Context: an optimization exercise on an open-source flow, tuned for small area and a short achievable clock period. The choices shown serve that exercise and are no tape-out recipe.
The RTL was checked by simulation tests, not by an equivalence proof against the original design.
Power is estimated from default activity; no workload was simulated.

// mac
module mac(input clk, input rst, input [15:0] x, input [15:0] y, output [31:0] acc);
export LEC_CHECK = 0
export CAP_MARGIN = 20
export CORE_MARGIN = 2
export CORE_UTILIZATION = 40
export SLEW_MARGIN = 20
export SYNTH_HIERARCHICAL = 1
export SYNTH_MINIMUM_KEEP_SIZE = 0
export SETUP_SLACK_MARGIN = 11
export DONT_BUFFER_PORTS = 1
export PRE_GLOBAL_PLACE_TCL = /design/flow/flow/ports.tcl
export CTS_ARGS = -sink_clustering_enable -repair_clock_nets -dont_use_dummy_load -buf_list sky130_fd_sc_hd__clkbuf_4 -root_buf sky130_fd_sc_hd__clkbuf_4 -sink_clustering_size 30
create_clock -name core_clock -period 18.0 [get_ports {clk}]
standard.sh (not shown) runs the stock make flow with config.mk's settings and CLKGATE_MAP_FILE= SYNTH_SCRIPT=/design/flow/synth_recipe.tcl, a recipe that flattens the netlist after the stock synthesis.
==> flow/flow/run.sh <==
#!/bin/bash
# Layout: the standard ORFS flow (standard.sh, standard synthesis), with
#  - timing repair aimed at a setup slack of flow/margin ns, so the resizer
#    works on the real critical paths even though the clock period is loose,
#  - port buffers placed by flow/ports.tcl (every port gets its own buffer,
#    a stronger one on the inputs, which each drive 16 gates),
#  - a clock tree without dummy balancing loads and with the buffers in flow/cts.
# standard.log here holds make's output; ORFS's own logs are in orfs/logs.
set -euo pipefail
M=$(cat flow/margin)
CTS_EXTRA=$(cat flow/cts 2>/dev/null || true)
cat >> config.mk <<EOC
export SETUP_SLACK_MARGIN = $M
export DONT_BUFFER_PORTS = 1
export PRE_GLOBAL_PLACE_TCL = $PWD/flow/ports.tcl
export CTS_ARGS = -sink_clustering_enable -repair_clock_nets -dont_use_dummy_load $CTS_EXTRA
EOC
bash standard.sh > standard.log 2>&1
==> flow/flow/cts <==
-buf_list sky130_fd_sc_hd__clkbuf_4 -root_buf sky130_fd_sc_hd__clkbuf_4 -sink_clustering_size 30
==> flow/flow/margin <==
11
==> flow/flow/ports.tcl <==
# Buffer every input and output port (run before global placement).
puts "Perform port buffering (flow/ports.tcl)..."
buffer_ports -inputs -buffer_cell sky130_fd_sc_hd__buf_4
buffer_ports -outputs -buffer_cell sky130_fd_sc_hd__buf_1
The starting point ran to the end with no violations.
Rerun with:
==> flow/flow/run.sh (replaced) <==
#!/bin/bash
# Layout: the standard ORFS flow (standard.sh, standard synthesis), with
#  - timing repair aimed at a setup slack of flow/margin ns, so the resizer
#    works on the real critical paths even though the clock period is loose
#    (no gate cloning, so each port keeps exactly one buffer),
#  - the standard port buffering (every port gets its own buffer), with the
#    buffer cell in flow/portbuf,
#  - a clock tree without dummy balancing loads, extra CTS options in flow/cts.
# standard.log here holds make's output; ORFS's own logs are in orfs/logs.
set -euo pipefail
M=$(cat flow/margin)
PB=$(cat flow/portbuf)
CTS_EXTRA=$(cat flow/cts 2>/dev/null || true)
cat >> config.mk <<EOC
export SETUP_SLACK_MARGIN = $M
export SKIP_GATE_CLONING = 1
export BUFFER_PORTS_ARGS = -buffer_cell $PB
export CTS_ARGS = -sink_clustering_enable -repair_clock_nets -dont_use_dummy_load $CTS_EXTRA
EOC
bash standard.sh > standard.log 2>&1
==> flow/flow/cts (replaced) <==
-buf_list sky130_fd_sc_hd__clkbuf_4 -root_buf sky130_fd_sc_hd__clkbuf_8
==> flow/flow/margin (replaced) <==
11.2
==> flow/flow/portbuf (new file) <==
sky130_fd_sc_hd__buf_1
BUFFER_PORTS_ARGS = -buffer_cell sky130_fd_sc_hd__buf_1   (was unset)
CTS_ARGS = -sink_clustering_enable -repair_clock_nets -dont_use_dummy_load -buf_list sky130_fd_sc_hd__clkbuf_4 -root_buf sky130_fd_sc_hd__clkbuf_8   (was -sink_clustering_enable -repair_clock_nets -dont_use_dummy_load -buf_list sky130_fd_sc_hd__clkbuf_4 -root_buf sky130_fd_sc_hd__clkbuf_4 -sink_clustering_size 30)
DONT_BUFFER_PORTS = unset   (was 1)
PRE_GLOBAL_PLACE_TCL = unset   (was /design/flow/flow/ports.tcl)
SETUP_SLACK_MARGIN = 11.2   (was 11)
SKIP_GATE_CLONING = 1   (was unset)
removed: flow/flow/ports.tcl
Global-route usage rises by 0.28 points.
Routed wire length went up by a few percent.
Worst hold slack degrades by 15 ps.
Power went up by a little under a tenth.
Non-clock buffer count came out higher by 79.
Clock power went up by a quarter to a third.
Clock-buffer cell count does not change.
Rerun with:
==> flow/flow/run.sh (replaced) <==
#!/bin/bash
# Layout: the standard ORFS flow (standard.sh, standard synthesis), with
#  - timing repair aimed at a setup slack of SETUP_MARGIN ns, so the resizer
#    works on the real critical paths even though the clock period is loose,
#  - port buffers of a small cell (every port still gets its own buffer),
#  - a clock tree without dummy balancing loads.
# Each tool's output goes to standard.log here and ORFS's own logs in orfs/logs.
set -euo pipefail
M=$(cat flow/margin)
cat >> config.mk <<EOC
export SETUP_SLACK_MARGIN = $M
export BUFFER_PORTS_ARGS = -buffer_cell sky130_fd_sc_hd__buf_2
export CTS_ARGS = -sink_clustering_enable -repair_clock_nets -dont_use_dummy_load
EOC
bash standard.sh > standard.log 2>&1
==> flow/flow/margin (replaced) <==
11
BUFFER_PORTS_ARGS = -buffer_cell sky130_fd_sc_hd__buf_2   (was -buffer_cell sky130_fd_sc_hd__buf_1)
CTS_ARGS = -sink_clustering_enable -repair_clock_nets -dont_use_dummy_load   (was -sink_clustering_enable -repair_clock_nets -dont_use_dummy_load -buf_list sky130_fd_sc_hd__clkbuf_4 -root_buf sky130_fd_sc_hd__clkbuf_8)
SETUP_SLACK_MARGIN = 11   (was 11.2)
SKIP_GATE_CLONING = unset   (was 1)
removed: flow/flow/cts
removed: flow/flow/portbuf
=>
- die area does not change
- non-clock buffer count shrinks by 14
- global-route usage goes down by 0.33 points
- power went up by 1.4%
- flip-flop and latch count does not change
- first-iteration DRC count goes down by 8.7%
Rerun with:
==> flow/flow/run.sh (replaced) <==
#!/bin/bash
# Layout: the standard ORFS flow (standard.sh, standard synthesis), with
#  - timing repair aimed at a setup slack of flow/margin ns, so the resizer
#    works on the real critical paths even though the clock period is loose
#    (no gate cloning, so each port keeps exactly one buffer),
#  - the standard port buffering (every port gets its own buffer), with the
#    buffer cell in flow/portbuf,
#  - a clock tree without dummy balancing loads, extra CTS options in flow/cts.
# standard.log here holds make's output; ORFS's own logs are in orfs/logs.
set -euo pipefail
M=$(cat flow/margin)
PB=$(cat flow/portbuf)
CTS_EXTRA=$(cat flow/cts 2>/dev/null || true)
cat >> config.mk <<EOC
export SETUP_SLACK_MARGIN = $M
export SKIP_GATE_CLONING = 1
export BUFFER_PORTS_ARGS = -buffer_cell $PB
export CTS_ARGS = -sink_clustering_enable -repair_clock_nets -dont_use_dummy_load $CTS_EXTRA
EOC
bash standard.sh > standard.log 2>&1
==> flow/flow/cts (new file) <==
-buf_list sky130_fd_sc_hd__clkbuf_4 -root_buf sky130_fd_sc_hd__clkbuf_8
==> flow/flow/margin (replaced) <==
11.2
==> flow/flow/portbuf (new file) <==
sky130_fd_sc_hd__buf_1
BUFFER_PORTS_ARGS = -buffer_cell sky130_fd_sc_hd__buf_1   (was -buffer_cell sky130_fd_sc_hd__buf_2)
CORE_UTILIZATION = 70   (was 40)
CTS_ARGS = -sink_clustering_enable -repair_clock_nets -dont_use_dummy_load -buf_list sky130_fd_sc_hd__clkbuf_4 -root_buf sky130_fd_sc_hd__clkbuf_8   (was -sink_clustering_enable -repair_clock_nets -dont_use_dummy_load)
PLACE_DENSITY = 0.8   (was unset)
SETUP_SLACK_MARGIN = 11.2   (was 11)
SKIP_GATE_CLONING = 1   (was unset)
=> The new run finished with timing, DRC and antenna clean; non-clock buffer count goes up by 6; clock power goes down by 35%; setup slack improved by 130 ps; clock-buffer cell count does not change; sequential power barely changes; wire length goes down by about 6.4%.
Rerun with:
==> flow/flow/cts (replaced) <==

==> flow/flow/margin (replaced) <==
11.3
CORE_UTILIZATION = 40   (was 70)
CTS_ARGS = -sink_clustering_enable -repair_clock_nets -dont_use_dummy_load    (was -sink_clustering_enable -repair_clock_nets -dont_use_dummy_load -buf_list sky130_fd_sc_hd__clkbuf_4 -root_buf sky130_fd_sc_hd__clkbuf_8)
PLACE_DENSITY = unset   (was 0.8)
SETUP_SLACK_MARGIN = 11.3   (was 11.2)
The changed run completed without violations.
Worst hold slack hardly moves.
Via count went up by about 1%.
Clock skew is lower by 13 ps.
Combinational power is about the same.
Die area rises by about 70%.
Critical path depth stays the same.
Flip-flop and latch count is unchanged.
Rerun with:
==> flow/flow/cts (replaced) <==
-buf_list sky130_fd_sc_hd__clkbuf_4 -root_buf sky130_fd_sc_hd__clkbuf_8
==> flow/flow/margin (replaced) <==
11.2
CTS_ARGS = -sink_clustering_enable -repair_clock_nets -dont_use_dummy_load -buf_list sky130_fd_sc_hd__clkbuf_4 -root_buf sky130_fd_sc_hd__clkbuf_8   (was -sink_clustering_enable -repair_clock_nets -dont_use_dummy_load )
PLACE_DENSITY = 0.75   (was unset)
SETUP_SLACK_MARGIN = 11.2   (was 11.3)
Hold slack hardly moves.
Critical path depth stays the same.
Clock skew climbs by 8.5 ps.
Wire length drops by 5.4%.
Flip-flop and latch count does not change.
Core utilization drops by 1.7 points.
Total power drops by 3.2%.
Setup slack degrades by 33 ps.
Count of clock-buffer cells in the layout is unchanged.
Synthesized area does not change.
Final cell count drops by 1.9%.

-- static timing again, ports no longer ideal --
Ports are ideal in the flow. The routed layouts listed here were re-timed in OpenROAD. Step 1 (the two cells are an assumption about what drives the block):
set clk [get_ports {clk}]
set_driving_cell -lib_cell sky130_fd_sc_hd__clkbuf_16 $clk
set_driving_cell -lib_cell sky130_fd_sc_hd__buf_2 [delete_from_list [all_inputs] $clk]
Step 2 adds t to the input delays and takes it off the output delays; t is the mean of the earliest and latest rising clock arrival at the registers after step 1. Input paths then give back, and output paths get back, about the clock's delay inside the block. Three values: ideal, step 1, step 2; two values: the first two.
run | t (ns) | setup WS [ns] | pins driven straight from the clock port
the first run | 0.485 | 11.181 / 11.137 / 10.896 | 1
the second run | 0.405 | 11.320 / 11.326 / 10.932 | 1
the third run | 0.377 | 11.157 / 11.135 / 10.803 | 1
the fourth run | 0.398 | 11.286 / 11.276 / 10.878 | 1
the fifth run | 0.387 | 11.324 / 11.346 / 10.959 | 1
the sixth run | 0.396 | 11.291 / 11.311 / 10.915 | 1
After both steps setup and hold are still met in every run listed. For the fourth run, which loses most, drivers alone change the setup slack by -0.010 ns; drivers and shift together by -0.408 ns.
